Source: an optimization exercise on an open RTL-to-GDS flow (aim: small area, a short achievable clock period and few clock cycles per item). Production flows keep margins and buffers that such runs may drop. The RTL was checked by simulation tests, not by an equivalence proof against the original design. Power and IR drop assume default switching activity.

## pow_5_seq
module pow_5_seq
(
    input         clock,
    input         reset_n,
    input         run,
    input  [17:0] n,
    output        ready,
    output [17:0] n_pow_5
);
For scale: about 480 cells after synthesis, ~40 I/O pins.
clock: 5.8 ns
lec_check: 0
cap_margin: 20
core_margin: 2
core_utilization: 40
setup_slack_margin: 1.8
slew_margin: 20
standard.sh (not shown) runs the stock make flow with config.mk's settings and CLKGATE_MAP_FILE= SYNTH_SCRIPT=/design/flow/synth_recipe.tcl, a recipe that flattens the netlist after the stock synthesis.
==> flow/flow/run.sh <==
#!/bin/bash
set -euo pipefail
W=$PWD
PLAT=${FLOW_PLATFORM:-sky130hd}
RES=$W/orfs/results/$PLAT/pow_5_seq/base
REF=$W/ref/results/$PLAT/pow_5_seq/base

# reference: the unchanged standard synthesis, in its own work folder
sed 's#WORK_HOME=\([^ ]*\)/orfs #WORK_HOME=\1/ref #' standard.sh > ref_standard.sh
bash ref_standard.sh "$REF/1_2_yosys.v" > ref_synth.log 2>&1

# our synthesis
bash standard.sh "SYNTH_ARGS=-noabc" "$RES/1_2_yosys.v" > synth_noabc.log 2>&1
if ! python3 flow/match_regs.py "$REF/1_2_yosys.v" "$RES/1_2_yosys.v" > match_regs.log 2>&1; then
  echo "flip-flops do not pair; using the standard synthesis netlist" >> match_regs.log
  cp "$REF/1_2_yosys.v" "$RES/1_2_yosys.v"
  cp "$REF/1_2_yosys.sdc" "$RES/1_2_yosys.sdc"
fi

bash standard.sh "SYNTH_ARGS=-noabc" "BUFFER_PORTS_ARGS=-buffer_cell sky130_fd_sc_hd__buf_1" \
  "CTS_ARGS=-sink_clustering_enable -repair_clock_nets -dont_use_dummy_load -root_buf sky130_fd_sc_hd__clkbuf_8 -buf_list sky130_fd_sc_hd__clkbuf_8" \
  finish > standard_flow.log 2>&1
Other scripts of this flow, unchanged in this note and not shown: flow/flow/match_regs.py
The baseline passed the timing, DRC and antenna checks.
Testbench counts at the start, summed over its fixed seeds: cycles 24,000, items 24,000.
==> next run, changes <==
--- a/flow/config.mk
+++ b/flow/config.mk
@@ -7,0 +8 @@
+export ABC_AREA = 1
@@ -11 +12 @@
-export SETUP_SLACK_MARGIN = 1.8
+export SETUP_SLACK_MARGIN = 1.7
Effect: The new run passed the timing, DRC and antenna checks. Design area goes up by 0.46%. First-iteration DRC count came out higher by 12%. Worst setup slack loses 0.014 ns. Clock power stays flat. Utilization grows by 1.4 points.
==> next run, changes <==
--- a/flow/config.mk
+++ b/flow/config.mk
@@ -8 +7,0 @@
-export ABC_AREA = 1
Effect: The new run completed with no timing, DRC or antenna violations. Flip-flop and latch count is unchanged. Design area came out lower by 1.5%. Fmax came out lower by 0.47%.

========
Another version of the RTL of pow_5_seq (not shown whole).
Size in the first run: roughly 39 flip-flops, about 40 I/O pins, about 4500 um^2 of cells after synthesis.
Settings: LEC_CHECK=0, CAP_MARGIN=20, CORE_MARGIN=2, CORE_UTILIZATION=40, SETUP_SLACK_MARGIN=1.7, SLEW_MARGIN=20; clock period 5.8 ns.
==> flow/flow/run.sh <==
#!/bin/bash
# Own layout flow: the standard layout (standard.sh, unchanged synthesis and steps),
# except that the port buffers are inserted as buf_2 cells instead of the default choice.
# make's full output goes to standard_flow.log in this folder; ORFS's per-step logs stay
# under orfs/logs.
set -euo pipefail
bash standard.sh "BUFFER_PORTS_ARGS=-buffer_cell sky130_fd_sc_hd__buf_2" finish > standard_flow.log 2>&1
Testbench counts at the start, summed over its fixed seeds: cycles 24,000, items 24,000.
Rerun with:
==> flow/flow/run.sh (replaced) <==
#!/bin/bash
# Own layout flow: the standard layout (standard.sh, unchanged synthesis and steps),
# except that the port buffers are inserted as buf_1 cells instead of the default choice,
# and clock tree synthesis uses clkbuf_8 buffers without dummy loads.
# make's full output goes to standard_flow.log in this folder; ORFS's per-step logs stay
# under orfs/logs.
set -euo pipefail
bash standard.sh "SYNTH_ARGS=-noabc" "BUFFER_PORTS_ARGS=-buffer_cell sky130_fd_sc_hd__buf_1" \
  "CTS_ARGS=-sink_clustering_enable -repair_clock_nets -dont_use_dummy_load -root_buf sky130_fd_sc_hd__clkbuf_8 -buf_list sky130_fd_sc_hd__clkbuf_8" \
  finish > standard_flow.log 2>&1
Routed wire length shrinks by 8.8%.
Cell count decreases by 5.9%.
Die area came out lower by 6.0%.
Flip-flop and latch count does not change.
Power decreases by 12%.
Global-route usage shrinks by 0.94 points.
Sequential power barely changes.
Rerun with:
==> flow/run.sh (new file) <==
#!/bin/bash
# synth_recipe.tcl (not shown) runs the flow's synth.tcl, then flattens the netlist and writes it again
# the make line also repeats each setting of config.mk as NAME=value (left out here)
make -C /OpenROAD-flow-scripts/flow DESIGN_CONFIG=/design/flow/config.mk WORK_HOME=/design/flow/orfs CLKGATE_MAP_FILE= SYNTH_SCRIPT=/design/flow/synth_recipe.tcl finish
Settings changed: CORE_UTILIZATION 40 to 60.
removed: flow/flow/run.sh
removed: flow/standard.sh
The new run passed the timing, DRC and antenna checks.
Worst setup slack improves by 0.036 ns.
Worst hold slack improves by 0.36 ns.
Routed wire length came out higher by 16%.
Cell count came out higher by 2.7%.
Design area came out higher by 17%.
Global-route usage came out higher by 12 points.
Combinational power came out higher by 22%.

========
pow_5_seq with an RTL version that a note above also has.
Size in the first run: about 550 cells after synthesis, roughly 42 flip-flops, ~40 I/O pins.
export LEC_CHECK = 0
export CAP_MARGIN = 20
export CORE_MARGIN = 2
export CORE_UTILIZATION = 40
export SETUP_SLACK_MARGIN = 1.0
export SLEW_MARGIN = 20
create_clock -name core_clock -period 5.8 [get_ports {clock}]
run.sh (not shown) runs the stock make flow with config.mk's settings and CLKGATE_MAP_FILE= SYNTH_SCRIPT=/design/flow/synth_recipe.tcl, a recipe that flattens the netlist after the stock synthesis.
Stock flow here: none of the scripts above is used.
Testbench counts at the start, summed over its fixed seeds: cycles 24,000, items 24,000.
==> next run, changes <==
- SETUP_SLACK_MARGIN: 1.0 -> 1.7
=> Power went down by 0.89%. Clock-buffer cell count does not change. Critical path depth went down by 1. Routed wire length went up by 0.44%. Final cell count stays flat. Synthesized cell count is unchanged.
==> next run, changes <==
- CORE_UTILIZATION: 40 -> 70
- SETUP_SLACK_MARGIN: 1.7 -> 1.5
Outcome: Die area goes down by well over a third. Critical path depth goes down by 3. Worst setup slack degrades by 0.053 ns. Sequential power barely changes. Final area goes down slightly. Synthesized cell count is unchanged. Total power goes up by a few percent. Final cell count goes down by a little under a tenth.
==> next run, changes <==
- CORE_UTILIZATION: 70 -> 40
What happened: The new run finished clean; setup slack improved by 0.053 ns; sequential cell count does not change; design area is lower by about 0.7%; worst hold slack got worse by 0.014 ns.

========
== run 1 ==
pow_5_seq with an RTL version that a note above also has.
Size in the first run: about 540 cells after synthesis, ~40 I/O pins, ~4500 um^2 of cells after synthesis.
==> flow/config.mk <==
export PLATFORM = sky130hd
export DESIGN_NAME = pow_5_seq
export DESIGN_NICKNAME = pow_5_seq
export VERILOG_FILES = /design/flow/design.v
export SDC_FILE = /design/flow/constraint.sdc
export NUM_CORES = 4
export LEC_CHECK = 0
export CAP_MARGIN = 20
export CORE_MARGIN = 2
export CORE_UTILIZATION = 40
export SETUP_SLACK_MARGIN = 1.7
export SLEW_MARGIN = 20
==> flow/constraint.sdc <==
create_clock -name core_clock -period 5.8 [get_ports {clock}]
set_input_delay 1.1600 -clock core_clock [delete_from_list [all_inputs] [get_ports {clock}]]
set_output_delay 1.1600 -clock core_clock [all_outputs]
set_load 0.01 [all_outputs]
standard.sh (not shown) runs the stock make flow with config.mk's settings and CLKGATE_MAP_FILE= SYNTH_SCRIPT=/design/flow/synth_recipe.tcl, a recipe that flattens the netlist after the stock synthesis.
==> flow/flow/run.sh <==
#!/bin/bash
# Own layout flow: the standard layout (standard.sh, unchanged synthesis and steps),
# except that the port buffers are inserted as buf_1 cells instead of the default choice,
# and clock tree synthesis uses clkbuf_8 buffers without dummy loads.
# make's full output goes to standard_flow.log in this folder; ORFS's per-step logs stay
# under orfs/logs.
set -euo pipefail
bash standard.sh "BUFFER_PORTS_ARGS=-buffer_cell sky130_fd_sc_hd__buf_1" \
  "CTS_ARGS=-sink_clustering_enable -repair_clock_nets -dont_use_dummy_load -root_buf sky130_fd_sc_hd__clkbuf_8 -buf_list sky130_fd_sc_hd__clkbuf_8" \
  finish > standard_flow.log 2>&1
Testbench counts of run 1, summed over its fixed seeds: cycles 24,000, items 24,000.
The following lists how run 2 was set up differently from run 1:
- CTS_CLUSTER_SIZE newly set to 50
- CTS_BUF_LIST newly set to sky130_fd_sc_hd__clkbuf_4 sky130_fd_sc_hd__clkbuf_8
- CTS_CLUSTER_DIAMETER newly set to 200
==> flow/run.sh (new file) <==
#!/bin/bash
# synth_recipe.tcl (not shown) runs the flow's synth.tcl, then flattens the netlist and writes it again
# the make line also repeats each setting of config.mk as NAME=value (left out here)
make -C /OpenROAD-flow-scripts/flow DESIGN_CONFIG=/design/flow/config.mk WORK_HOME=/design/flow/orfs CLKGATE_MAP_FILE= SYNTH_SCRIPT=/design/flow/synth_recipe.tcl finish
removed: flow/flow/run.sh
removed: flow/standard.sh
[summary]
- Timing, DRC, antenna: 0 failures across run 1 and run 2
- Across both runs, worst hold slack was higher for run 2 than for run 1.
- Run 1 -> run 2: complex-gate fraction of the synthesized area delta 0, exact match
- Data required time at the worst endpoint of run 2 is on par with run 1.
- The clock share of power in run 2 sits 3.3 points above the value recorded for run 1.
- [compare] base=run 1 new=run 2: total chip power rose by 14%, DRC violations left stayed essentially flat, antenna diode count stayed essentially flat.
### run 2 -> run 3
- CTS_CLUSTER_DIAMETER removed (was 200)
- CTS_BUF_LIST removed (was sky130_fd_sc_hd__clkbuf_4 sky130_fd_sc_hd__clkbuf_8)
- CTS_CLUSTER_SIZE removed (was 50)
==> flow/flow/run.sh (new file) <==
#!/bin/bash
# Own layout flow: the standard layout (standard.sh, unchanged synthesis and steps),
# except that the port buffers are inserted as buf_2 cells instead of the default choice,
# and clock tree synthesis uses clkbuf_8 buffers without dummy loads.
# make's full output goes to standard_flow.log in this folder; ORFS's per-step logs stay
# under orfs/logs.
set -euo pipefail
bash standard.sh "BUFFER_PORTS_ARGS=-buffer_cell sky130_fd_sc_hd__buf_2" \
  "CTS_ARGS=-sink_clustering_enable -repair_clock_nets -dont_use_dummy_load -root_buf sky130_fd_sc_hd__clkbuf_8 -buf_list sky130_fd_sc_hd__clkbuf_8" \
  finish > standard_flow.log 2>&1
==> flow/standard.sh (new file) <==
#!/bin/bash
# synth_recipe.tcl (not shown) runs the flow's synth.tcl, then flattens the netlist and writes it again
# the make line also repeats each setting of config.mk as NAME=value (left out here)
make -C /OpenROAD-flow-scripts/flow DESIGN_CONFIG=/design/flow/config.mk WORK_HOME=/design/flow/orfs CLKGATE_MAP_FILE= SYNTH_SCRIPT=/design/flow/synth_recipe.tcl "${@:-finish}"
removed: flow/run.sh
Going from run 2 to run 3, final cell count shrank by 1.3%; worst path required time now sits at about the same level. Run 3 reports a lower design area than run 2 does. Going from run 2 to run 3, combinational cell fraction of total power went up by 0.6 points, setup slack down 0.057 ns.
Relative to run 3, the following input files were edited for run 4:
- setting ABC_CLOCK_PERIOD_IN_PS to 1200 for the first time
==> flow/run.sh (new file) <==
#!/bin/bash
# synth_recipe.tcl (not shown) runs the flow's synth.tcl, then flattens the netlist and writes it again
# the make line also repeats each setting of config.mk as NAME=value (left out here)
make -C /OpenROAD-flow-scripts/flow DESIGN_CONFIG=/design/flow/config.mk WORK_HOME=/design/flow/orfs CLKGATE_MAP_FILE= SYNTH_SCRIPT=/design/flow/synth_recipe.tcl finish
removed: flow/flow/run.sh
removed: flow/standard.sh
--- outcome ---
Against run 3, the final cell area of run 4 is higher.
Changes observed in run 4 relative to run 3: cell-internal power moved up, wire length up about 1.1%, sequential-cell power consumption ~0 delta.
Compared with run 3, run 4 shows a share of cells above drive strength 1 that is 4.5 points lower.
Compared to run 3, run 4 reaches a higher achievable clock.
Diff run 3 -> run 4 | count of plain and timing-repair buffers | increase of 6
Run 4 against run 3: total global routing track utilization has remained practically unchanged, non-clock buffer share of cell area has increased.

==> static timing again, ports no longer ideal <==
Ports are ideal in the flow. The routed layouts listed here were re-timed in OpenROAD.
Step 1 sets driving cells, clkbuf_16 on the clock port and buf_2 on the other inputs (assumed; they add their load-dependent delay and slew).
Step 2 moves the port delays by t, midway between the first and last clock arrival at a register: inputs arrive t later, outputs are due t later. That takes back most of the time a late clock gives input paths.
Three values: ideal ports, drivers, drivers and shift; two values: the first two.
run | shift t [ns] | setup WS [ns] | worst setup path at the end | pins driven straight from the clock port
the first run of note 1 | 0.319 | 1.760 / 1.728 / 1.599 | input to register | 1
the second run of note 1 | 0.329 | 1.747 / 1.717 / 1.558 | input to register | 1
the third run of note 1 | 0.328 | 1.727 / 1.692 / 1.554 | input to register | 1
the first run of note 2 | 0.325 | 1.755 / 1.749 / 1.424 | input to register | 1
the second run of note 2 | 0.309 | 1.732 / 1.700 / 1.470 | input to register | 1
the third run of note 2 | 0.326 | 1.768 / 1.778 / 1.452 | input to register | 1
the first run of note 3 | 0.342 | 1.358 / 1.370 / 1.029 | input to register | 1
the second run of note 3 | 0.343 | 1.660 / 1.626 / 1.544 | input to register | 1
the third run of note 3 | 0.327 | 1.607 / 1.577 / 1.345 | input to register | 1
the fourth run of note 3 | 0.342 | 1.660 / 1.635 / 1.335 | input to register | 1
run 1 | 0.329 | 1.794 / 1.804 / 1.475 | input to register | 1
run 2 | 0.316 | 1.798 / 1.809 / 1.494 | input to register | 1
run 3 | 0.311 | 1.741 / 1.735 / 1.424 | input to register | 1
run 4 | 0.316 | 1.798 / 1.809 / 1.494 | input to register | 1
After both steps every run listed still meets setup and hold. For the first run of note 2, which loses most, drivers alone change the setup slack by -0.006 ns; drivers and shift together by -0.331 ns.
